This design comes from an exercise in tuning for small area and a short achievable clock period on the open sky130 flow, not from production work.
The RTL was checked by simulation tests, not by an equivalence proof against the original design.

==> module lzc24, before the edit <==
module lzc24 (
    d,
    lz
);
    input [23:0] d;
    output [4:0] lz;
    wire [31:0] x = {d, 8'hff};
    wire [15:0] v1;
    wire [15:0] p1;
    wire [7:0] v2;
    wire [15:0] p2;
    wire [3:0] v3;
    wire [11:0] p3;
    wire [1:0] v4;
    wire [7:0] p4;
    genvar i;
    generate
        for (i = 0; i < 16; i = i + 1) begin : l1
            assign v1[i] = x[2*i+1] | x[2*i];
            assign p1[i] = ~x[2*i+1];
        end
        for (i = 0; i < 8; i = i + 1) begin : l2
            assign v2[i] = v1[2*i+1] | v1[2*i];
            assign p2[2*i+1:2*i] = v1[2*i+1] ? {1'b0, p1[2*i+1]} : {1'b1, p1[2*i]};
        end
        for (i = 0; i < 4; i = i + 1) begin : l3
            assign v3[i] = v2[2*i+1] | v2[2*i];
            assign p3[3*i+2:3*i] = v2[2*i+1] ? {1'b0, p2[4*i+3:4*i+2]} : {1'b1, p2[4*i+1:4*i]};
        end
        for (i = 0; i < 2; i = i + 1) begin : l4
            assign v4[i] = v3[2*i+1] | v3[2*i];
            assign p4[4*i+3:4*i] = v3[2*i+1] ? {1'b0, p3[6*i+5:6*i+3]} : {1'b1, p3[6*i+2:6*i]};
        end
    endgenerate
    assign lz = v4[1] ? {1'b0, p4[7:4]} : {1'b1, p4[3:0]};
endmodule
export LEC_CHECK = 0
export ABC_AREA = 1
export CAP_MARGIN = 60
export CORE_MARGIN = 2
export CORE_UTILIZATION = 40
export SLEW_MARGIN = 60
export SYNTH_HIERARCHICAL = 1
create_clock -name core_clock -period 24.0 [get_ports {clk}]
standard.sh (not shown) runs the stock make flow with config.mk's settings and CLKGATE_MAP_FILE= SYNTH_SCRIPT=/design/flow/synth_recipe.tcl, a recipe that flattens the netlist after the stock synthesis.
==> flow/flow/run.sh <==
#!/bin/bash
# The standard layout (standard.sh: the standard flow's synthesis and ORFS flow, unchanged scripts) with
# two settings passed to ORFS's make:
#  - SETUP_SLACK_MARGIN: repair_timing aims for this much setup slack, so it sizes and buffers
#    the design's paths well beyond the 24 ns the SDC asks for (the SDC itself is unchanged);
#  - BUFFER_PORTS_ARGS: the port buffers that buffer_ports inserts on every input and output
#    are buf_4 cells instead of the delay cell it picks by default.
set -euo pipefail
bash standard.sh SETUP_SLACK_MARGIN=12 "BUFFER_PORTS_ARGS=-buffer_cell sky130_fd_sc_hd__buf_4" finish > standard_flow.log 2>&1
Then changed:
--- a/flow/design.v
+++ b/flow/design.v
@@ -2538,38 +2538,20 @@
     lz
 );
     input [23:0] d;
     output [4:0] lz;
     wire [31:0] x = {d, 8'hff};
-    wire [15:0] v1;
-    wire [15:0] p1;
-    wire [7:0] v2;
-    wire [15:0] p2;
-    wire [3:0] v3;
-    wire [11:0] p3;
-    wire [1:0] v4;
-    wire [7:0] p4;
-    genvar i;
-    generate
-        for (i = 0; i < 16; i = i + 1) begin : l1
-            assign v1[i] = x[2*i+1] | x[2*i];
-            assign p1[i] = ~x[2*i+1];
-        end
-        for (i = 0; i < 8; i = i + 1) begin : l2
-            assign v2[i] = v1[2*i+1] | v1[2*i];
-            assign p2[2*i+1:2*i] = v1[2*i+1] ? {1'b0, p1[2*i+1]} : {1'b1, p1[2*i]};
-        end
-        for (i = 0; i < 4; i = i + 1) begin : l3
-            assign v3[i] = v2[2*i+1] | v2[2*i];
-            assign p3[3*i+2:3*i] = v2[2*i+1] ? {1'b0, p2[4*i+3:4*i+2]} : {1'b1, p2[4*i+1:4*i]};
-        end
-        for (i = 0; i < 2; i = i + 1) begin : l4
-            assign v4[i] = v3[2*i+1] | v3[2*i];
-            assign p4[4*i+3:4*i] = v3[2*i+1] ? {1'b0, p3[6*i+5:6*i+3]} : {1'b1, p3[6*i+2:6*i]};
-        end
-    endgenerate
-    assign lz = v4[1] ? {1'b0, p4[7:4]} : {1'b1, p4[3:0]};
+    wire z16 = ~|x[31:16];
+    wire [15:0] y16 = z16 ? x[15:0] : x[31:16];
+    wire z8 = ~|y16[15:8];
+    wire [7:0] y8 = z8 ? y16[7:0] : y16[15:8];
+    wire z4 = ~|y8[7:4];
+    wire [3:0] y4 = z4 ? y8[3:0] : y8[7:4];
+    wire z2 = ~|y4[3:2];
+    wire [1:0] y2 = z2 ? y4[1:0] : y4[3:2];
+    wire z1 = ~y2[1];
+    assign lz = {z16, z8, z4, z2, z1};
 endmodule
 module processingElement (
     clk,
     reset,
     floatA,
Result:
- The new run produced a clean layout
- count of clock-buffer cells in the layout stays the same
- core utilization came out higher by 2.4 points
- setup slack got worse by 190 ps
- final cell count grows slightly
- die area barely changes

==> re-timing with driven ports <==
How much do the figures lean on ideal ports? The routed layouts below were timed once more, with nothing changed but the port constraints. Step 1: set_driving_cell puts a clkbuf_16 on clk and a buf_2 on each other input, an assumption about the parent block. Step 2 also shifts input and output timing later by t, the mid clock arrival at the registers, as if the neighbouring blocks saw the same clock. Slacks: no drivers / after step 1 / after step 2; pairs: no drivers / after step 1.
run | shift t [ns] | setup WS [ns] | worst hold slack (ns) | worst slew at a driven data input, ns
the first run | 0.387 | 12.344 / 12.368 / 11.982 | 0.746 / 0.746 / 0.746 | 0.06
the second run | 0.394 | 12.157 / 12.107 / 11.893 | 0.693 / 0.693 / 0.693 | 0.04
After both steps setup and hold are still met in every run listed. For the first run, which loses most, drivers alone change the setup slack by +0.024 ns; drivers and shift together by -0.362 ns.
